Background: an optimization exercise with open tools, aiming at small area. Do not read the settings as production practice.
In this exercise RTL edits were held to simulation tests only and were not proved equivalent to the original.
Power and IR drop assume default switching activity.

## north
==> flow/design.v (excerpt) <==
module VectorExec(clk, rst, op, imm, r1e, r2e, r1v, r2v, res_e, res_v);
	input logic clk;
	input logic rst;
	input logic [3:0] op;
	input logic [7:0] imm;
	input logic [20:0] r1e;
	input logic [20:0] r2e;
	input logic [191:0] r1v;
	input logic [191:0] r2v;
	output logic [20:0] res_e;
	output logic [191:0] res_v;
	logic en, isS, isV, mBc, mMul, mAdd, mDiv, sMov, sAdd, sSub, sMul;
	assign en   = ~op[3];
	assign sMov = en & (op[2:0] == 3'b000);
	assign mBc  = en & (op[2:0] == 3'b001);
	assign sAdd = en & (op[2:0] == 3'b010);
	assign sSub = en & (op[2:0] == 3'b011);
	assign mMul = en & (op[2:0] == 3'b100);
	assign mAdd = en & (op[2:0] == 3'b101);
	assign mDiv = en & (op[2:0] == 3'b110);
	assign sMul = en & (op[2:0] == 3'b111);
	assign isS = sMov | sAdd | sSub | sMul;
	assign isV = mBc | mMul | mAdd | mDiv;
	logic nisS;
	assign nisS = ~isS;
	logic [7:0] D, Mm1, D0, hzd, bc, m1;
	assign m1 = r2e[7:0] - 8'd1;
	assign Mm1 = m1 & {8{mMul}};
	assign D0 = ~r2e[7:0] & {8{mDiv}};
	assign D = Mm1 | D0;
	assign bc = r2e[7:0] & {8{mBc}};
	logic h7;
	assign h7 = hzd[7] & ~r2e[0];
	genvar k;
	for (k = 0; k < 8; k = k + 1) begin : shc
		assign hzd[k] = mDiv & (r2e[20:8-k] == '0);
	end
	logic [20:0] bb;
	assign bb = {r2e[20:1] & {20{sMul}}, (r2e[0] & sMul) | sAdd | sSub};
	logic [7:0] Mm1g [0:3];
	genvar g;
	for (g = 0; g < 3; g = g + 1) begin : grp
		logic [3:0] bj;
		assign bj = bb[4*g +: 4];
		assign Mm1g[g] = isS ? {{4{bj == 4'd0}}, bj - 4'd1} : Mm1;
	end
	assign Mm1g[3] = isS ? bb[12 +: 8] - 8'd1 : Mm1;
	logic [191:0] vres;
	logic [79:0] prod;
	logic [20:0] sres;
	genvar l;
	for (l = 0; l < 24; l = l + 1) begin : lane
		if (l >= 3 && l < 13) begin : sc
			localparam int n = l - 3;
			localparam int J = (n < 4) ? 0 : (n < 7) ? 1 : (n < 9) ? 2 : 3;
			localparam int AO = (n == 1 || n == 5) ? 4 : (n == 2) ? 8 : (n == 3) ? 13 :
				(n == 6) ? 9 : (n == 8) ? 5 : (n == 9) ? 1 : 0;
			localparam int AW = (n == 3 || n == 6 || n == 8 || n == 9) ? 8 : 4;
			logic [7:0] la, lD;
			for (k = 0; k < 8; k = k + 1) begin : am
				if (k < AW) begin : ch
					VE_HOLD ux (r1e[AO + k], r2v[8*l + k], isS, nisS, la[k]);
				end else begin : z
					assign la[k] = r2v[8*l + k] & nisS;
				end
			end
  ...
For scale: about 43000 um^2 of cells after synthesis.
==> flow/config.mk <==
export PLATFORM = sky130hd
export DESIGN_NAME = VectorExec
export DESIGN_NICKNAME = VectorExec
export VERILOG_FILES = /design/flow/design.v
export SDC_FILE = /design/flow/constraint.sdc
export NUM_CORES = 8
export LEC_CHECK = 0
export CAP_MARGIN = 20
export CORE_MARGIN = 2
export CORE_UTILIZATION = 62
export CTS_BUF_LIST = sky130_fd_sc_hd__clkbuf_8
export CTS_CLUSTER_DIAMETER = 60
export CTS_CLUSTER_SIZE = 16
export PLACE_DENSITY = 0.72
export SLEW_MARGIN = 20
export SYNTH_HIERARCHICAL = 1
export SYNTH_MINIMUM_KEEP_SIZE = 0
==> flow/constraint.sdc <==
create_clock -name core_clock -period 45.0 [get_ports {clk}]
set_input_delay 9.0000 -clock core_clock [delete_from_list [all_inputs] [get_ports {clk}]]
set_output_delay 9.0000 -clock core_clock [all_outputs]
set_load 0.01 [all_outputs]
standard.sh (not shown) runs the stock make flow with config.mk's settings and CLKGATE_MAP_FILE= SYNTH_SCRIPT=/design/flow/synth_recipe.tcl, a recipe that flattens the netlist after the stock synthesis.
==> flow/flow/run.sh <==
#!/bin/bash
# Own layout flow: the standard flow (standard.sh) step by step, with
# two changes to how the layout is made:
#  - the port buffers are the smallest buffer cell (buffer_ports
#    -buffer_cell) instead of the one buffer_ports picks by default;
#  - after global routing, repair_timing -recover_power downsizes cells on
#    paths with timing slack to spare (ORFS's RECOVER_POWER).
# Each step's full output goes to its own log file in the work folder.
set -euo pipefail
export BUFFER_PORTS_ARGS="-buffer_cell sky130_fd_sc_hd__buf_1"
export RECOVER_POWER=100
bash standard.sh synth > synth.log 2>&1
bash standard.sh floorplan > floorplan.log 2>&1
bash standard.sh place > place.log 2>&1
bash standard.sh cts > cts.log 2>&1
bash standard.sh route > route.log 2>&1
bash standard.sh finish > finish.log 2>&1
The final report for north shows a completed flow and a layout that fails verification, specifically capacitance limit, slew limit.
### north -> south
# north
export LEC_CHECK = 0
export CAP_MARGIN = 20
export CORE_MARGIN = 2
export CORE_UTILIZATION = 62
export CTS_BUF_LIST = sky130_fd_sc_hd__clkbuf_8
export CTS_CLUSTER_DIAMETER = 60
export CTS_CLUSTER_SIZE = 16
export PLACE_DENSITY = 0.72
export SLEW_MARGIN = 20
export SYNTH_HIERARCHICAL = 1
export SYNTH_MINIMUM_KEEP_SIZE = 0
create_clock -name core_clock -period 45.0 [get_ports {clk}]
# south
export LEC_CHECK = 0
export CAP_MARGIN = 20
export CORE_MARGIN = 2
export CORE_UTILIZATION = 56
export CTS_BUF_LIST = sky130_fd_sc_hd__clkbuf_8
export CTS_CLUSTER_DIAMETER = 60
export CTS_CLUSTER_SIZE = 16
export PLACE_DENSITY = 0.66
export SLEW_MARGIN = 20
export SYNTH_HIERARCHICAL = 1
export SYNTH_MINIMUM_KEEP_SIZE = 0
create_clock -name core_clock -period 45.0 [get_ports {clk}]
==> flow/flow/run.sh <==
#!/bin/bash
# Own layout flow: the standard flow (standard.sh) step by step, with
# the port buffers made from the smallest buffer cell instead of the one
# buffer_ports picks by default.  Each step's full output goes to its own
# log file in the work folder.
set -euo pipefail
export BUFFER_PORTS_ARGS="-buffer_cell sky130_fd_sc_hd__buf_1"
bash standard.sh synth > synth.log 2>&1
bash standard.sh floorplan > floorplan.log 2>&1
bash standard.sh place > place.log 2>&1
bash standard.sh cts > cts.log 2>&1
bash standard.sh route > route.log 2>&1
bash standard.sh finish > finish.log 2>&1
Compared with north, south shows a higher minimum setup slack among reg-to-reg paths. south: done, clean on timing, DRC and antenna. north completed end to end; final checks failed (capacitance limit, slew limit). For fraction of standard cell area that is sequential, south and north come out practically identical. The clock power number comes out higher for south vs north.
> inputs changed (south -> east)
# south
export LEC_CHECK = 0
export CAP_MARGIN = 20
export CORE_MARGIN = 2
export CORE_UTILIZATION = 56
export CTS_BUF_LIST = sky130_fd_sc_hd__clkbuf_8
export CTS_CLUSTER_DIAMETER = 60
export CTS_CLUSTER_SIZE = 16
export PLACE_DENSITY = 0.66
export SLEW_MARGIN = 20
export SYNTH_HIERARCHICAL = 1
export SYNTH_MINIMUM_KEEP_SIZE = 0
create_clock -name core_clock -period 45.0 [get_ports {clk}]
# east
export LEC_CHECK = 0
export CAP_MARGIN = 20
export CORE_MARGIN = 2
export CORE_UTILIZATION = 62
export CTS_BUF_LIST = sky130_fd_sc_hd__clkbuf_8
export CTS_CLUSTER_DIAMETER = 60
export CTS_CLUSTER_SIZE = 16
export GPL_TIMING_DRIVEN = 0
export PLACE_DENSITY = 0.72
export SLEW_MARGIN = 20
export SYNTH_HIERARCHICAL = 1
export SYNTH_MINIMUM_KEEP_SIZE = 0
create_clock -name core_clock -period 45.0 [get_ports {clk}]
--- outcome ---
east vs. south: effective utilization at floorplan up 6.1 points; met3 track utilization from global routing rose 7.6 points; die area now smaller; cell area after layout rose 3.6%.
NOTE routed length per placed instance south->east decreased slightly
In the metrics for south and east, the one carrying the lower wire length the detailed router placed on met1 is east.
Against south as the reference, east delivers a lower wire length.
Required time at the worst-slack endpoint (higher): south
#### Input delta (west over east)
# east
export LEC_CHECK = 0
export CAP_MARGIN = 20
export CORE_MARGIN = 2
export CORE_UTILIZATION = 62
export CTS_BUF_LIST = sky130_fd_sc_hd__clkbuf_8
export CTS_CLUSTER_DIAMETER = 60
export CTS_CLUSTER_SIZE = 16
export GPL_TIMING_DRIVEN = 0
export PLACE_DENSITY = 0.72
export SLEW_MARGIN = 20
export SYNTH_HIERARCHICAL = 1
export SYNTH_MINIMUM_KEEP_SIZE = 0
create_clock -name core_clock -period 45.0 [get_ports {clk}]
# west
export LEC_CHECK = 0
export CAP_MARGIN = 20
export CORE_MARGIN = 2
export CORE_UTILIZATION = 65
export CTS_BUF_LIST = sky130_fd_sc_hd__clkbuf_8
export CTS_CLUSTER_DIAMETER = 60
export CTS_CLUSTER_SIZE = 16
export PLACE_DENSITY = 0.75
export SLEW_MARGIN = 20
export SYNTH_HIERARCHICAL = 1
export SYNTH_MINIMUM_KEEP_SIZE = 0
create_clock -name core_clock -period 45.0 [get_ports {clk}]
==> run notes <==
- Comparing clock power share for west and east, the smaller number came from east.
- Initial core utilization ended up 2.9 points higher on west than on east.
- Between west and east, data arrival time of the worst path is higher for east, west comes in under that.
- [compare] base=east new=west: total power moved down; final instance area moved down; final worst slack moved up; synthesis-to-finish area growth moved down.
- west finished all stages; the layout is clean.
- Summary of west over east: required time at the endpoint of the critical path increased 0.07 ns; maximum frequency shows an increase of 4.0%.
Modified inputs, middle compared to west
# west
export LEC_CHECK = 0
export CAP_MARGIN = 20
export CORE_MARGIN = 2
export CORE_UTILIZATION = 65
export CTS_BUF_LIST = sky130_fd_sc_hd__clkbuf_8
export CTS_CLUSTER_DIAMETER = 60
export CTS_CLUSTER_SIZE = 16
export PLACE_DENSITY = 0.75
export SLEW_MARGIN = 20
export SYNTH_HIERARCHICAL = 1
export SYNTH_MINIMUM_KEEP_SIZE = 0
create_clock -name core_clock -period 45.0 [get_ports {clk}]
# middle
export LEC_CHECK = 0
export CAP_MARGIN = 20
export CORE_MARGIN = 2
export CORE_UTILIZATION = 62
export CTS_BUF_LIST = sky130_fd_sc_hd__clkbuf_8
export CTS_CLUSTER_DIAMETER = 60
export CTS_CLUSTER_SIZE = 16
export PLACE_DENSITY = 0.72
export SLEW_MARGIN = 20
export SYNTH_HIERARCHICAL = 1
export SYNTH_MINIMUM_KEEP_SIZE = 0
create_clock -name core_clock -period 45.0 [get_ports {clk}]
Notes after the runs:
Share of total power in sequential cells in middle is 0.3 points below west. In the metrics for west and middle, the one carrying the higher signed area change from the synthesized netlist to the final layout is middle. A standard cell with the maximum stage delay on the critical path of sky130_fd_sc_hd__nand4bb_4 is what middle shows, while sky130_fd_sc_hd__o2bb2ai_1 belongs to west. Looking at west and middle, the clock latency reported for the late side of the worst-skew pair is a wash. middle finished every step from synthesis to the final layout, and the layout passed the timing, design-rule and antenna checks. Delta (middle minus west): highest clock frequency the design can meet went up by 0.45%; final worst-path cycle share went down by 0.34 points; remaining antenna violation count was more or less identical; power per cell area went up by 0.15 nW/um^2.

* * *

## run B
Another version of the RTL of VectorExec (not shown whole).
Size in the first run: ~3700 cells after synthesis, roughly 650 I/O pins, about 43000 sq um of cells after synthesis.
==> flow/design.v (excerpt) <==
module VectorExec(clk, rst, op, imm, r1e, r2e, r1v, r2v, res_e, res_v);
	input logic clk;
	input logic rst;
	input logic [3:0] op;
	input logic [7:0] imm;
	input logic [20:0] r1e;
	input logic [20:0] r2e;
	input logic [191:0] r1v;
	input logic [191:0] r2v;
	output logic [20:0] res_e;
	output logic [191:0] res_v;
	logic en, isS, isV, mBc, mMul, mAdd, mDiv, sMov, sAdd, sSub, sMul;
	assign en   = ~op[3];
	assign sMov = en & (op[2:0] == 3'b000);
	assign mBc  = en & (op[2:0] == 3'b001);
	assign sAdd = en & (op[2:0] == 3'b010);
	assign sSub = en & (op[2:0] == 3'b011);
	assign mMul = en & (op[2:0] == 3'b100);
	assign mAdd = en & (op[2:0] == 3'b101);
	assign mDiv = en & (op[2:0] == 3'b110);
	assign sMul = en & (op[2:0] == 3'b111);
	assign isS = sMov | sAdd | sSub | sMul;
	assign isV = mBc | mMul | mAdd | mDiv;
	logic [7:0] D, Mm1, D0, hzd, bc, m1;
	assign m1 = r2e[7:0] - 8'd1;
	assign Mm1 = m1 & {8{mMul}};
	assign D0 = ~r2e[7:0] & {8{mDiv}};
	assign D = Mm1 | D0;
	assign bc = r2e[7:0] & {8{mBc}};
	logic h7;
  ...
==> flow/config.mk <==
export PLATFORM = sky130hd
export DESIGN_NAME = VectorExec
export DESIGN_NICKNAME = VectorExec
export VERILOG_FILES = /design/flow/design.v
export SDC_FILE = /design/flow/constraint.sdc
export NUM_CORES = 8
export LEC_CHECK = 0
export CAP_MARGIN = 10
export CORE_MARGIN = 2
export CORE_UTILIZATION = 62
export CTS_BUF_LIST = sky130_fd_sc_hd__clkbuf_8
export CTS_CLUSTER_DIAMETER = 60
export CTS_CLUSTER_SIZE = 16
export PLACE_DENSITY = 0.72
export SLEW_MARGIN = 10
export SYNTH_HIERARCHICAL = 1
export SYNTH_MINIMUM_KEEP_SIZE = 0
==> flow/constraint.sdc <==
create_clock -name core_clock -period 45.0 [get_ports {clk}]
set_input_delay 9.0000 -clock core_clock [delete_from_list [all_inputs] [get_ports {clk}]]
set_output_delay 9.0000 -clock core_clock [all_outputs]
set_load 0.01 [all_outputs]
==> flow/flow/run.sh <==
#!/bin/bash
# Own layout flow: the standard flow (standard.sh) step by step, with
# the port buffers made from the smallest buffer cell instead of the one
# buffer_ports picks by default.  Each step's full output goes to its own
# log file in the work folder.
set -euo pipefail
export BUFFER_PORTS_ARGS="-buffer_cell sky130_fd_sc_hd__buf_1"
bash standard.sh synth > synth.log 2>&1
bash standard.sh floorplan > floorplan.log 2>&1
bash standard.sh place > place.log 2>&1
bash standard.sh cts > cts.log 2>&1
bash standard.sh route > route.log 2>&1
bash standard.sh finish > finish.log 2>&1
For run G, these inputs were changed with respect to run B:
# run B
export LEC_CHECK = 0
export CAP_MARGIN = 10
export CORE_MARGIN = 2
export CORE_UTILIZATION = 62
export CTS_BUF_LIST = sky130_fd_sc_hd__clkbuf_8
export CTS_CLUSTER_DIAMETER = 60
export CTS_CLUSTER_SIZE = 16
export PLACE_DENSITY = 0.72
export SLEW_MARGIN = 10
export SYNTH_HIERARCHICAL = 1
export SYNTH_MINIMUM_KEEP_SIZE = 0
create_clock -name core_clock -period 45.0 [get_ports {clk}]
# run G
export LEC_CHECK = 0
export CAP_MARGIN = 20
export CORE_MARGIN = 2
export CORE_UTILIZATION = 62
export CTS_BUF_LIST = sky130_fd_sc_hd__clkbuf_8
export CTS_CLUSTER_DIAMETER = 60
export CTS_CLUSTER_SIZE = 16
export PLACE_DENSITY = 0.72
export SLEW_MARGIN = 20
export SYNTH_HIERARCHICAL = 1
export SYNTH_MINIMUM_KEEP_SIZE = 0
create_clock -name core_clock -period 45.0 [get_ports {clk}]
Comparing run G against run B, there is no change at all in detailed-route wire length.
As far as cell row count goes, run G and run B are indistinguishable; the numbers are identical.
Any difference in total of plain and repair buffers excluding clock buffers between run B and run G is small enough to ignore.
Comparing run G against run B, there is no change at all in synthesized cell count.
From run B to run G, largest driver fanout on the critical path did not move at all.

[re-timing with driven ports]
The results above use ideal ports. As a check the final layouts listed here were re-extracted and re-timed, cells and wires unchanged. Step 1 sets driving cells, clkbuf_16 on the clock port and buf_2 on the other inputs (assumed; they add their load-dependent delay and slew). Step 2 also shifts input and output timing later by t, the mid clock arrival at the registers, as if the neighbouring blocks saw the same clock. Three values: ideal, step 1, step 2; two values: the first two.
| run | t (ns) | setup WS [ns] | clock arrival spread, ns | worst slew at a driven data input, ns |
|---|---|---|---|---|
| north | 0.775 | 8.905 / 8.852 / 8.077 | 0.050 / 0.050 | 0.16 |
| south | 0.778 | 10.185 / 10.148 / 9.369 | 0.041 / 0.041 | 0.16 |
| east | 0.750 | 9.740 / 9.771 / 9.021 | 0.074 / 0.074 | 0.18 |
| west | 0.769 | 11.098 / 11.106 / 10.337 | 0.048 / 0.048 | 0.15 |
| middle | 0.779 | 11.251 / 11.234 / 10.455 | 0.043 / 0.044 | 0.17 |
| run B | 0.754 | 10.251 / 10.183 / 9.428 | 0.036 / 0.035 | 0.17 |
| run G | 0.754 | 10.251 / 10.183 / 9.428 | 0.036 / 0.035 | 0.17 |
For north, which loses most, drivers alone change the setup slack by -0.053 ns; drivers and shift together by -0.828 ns.
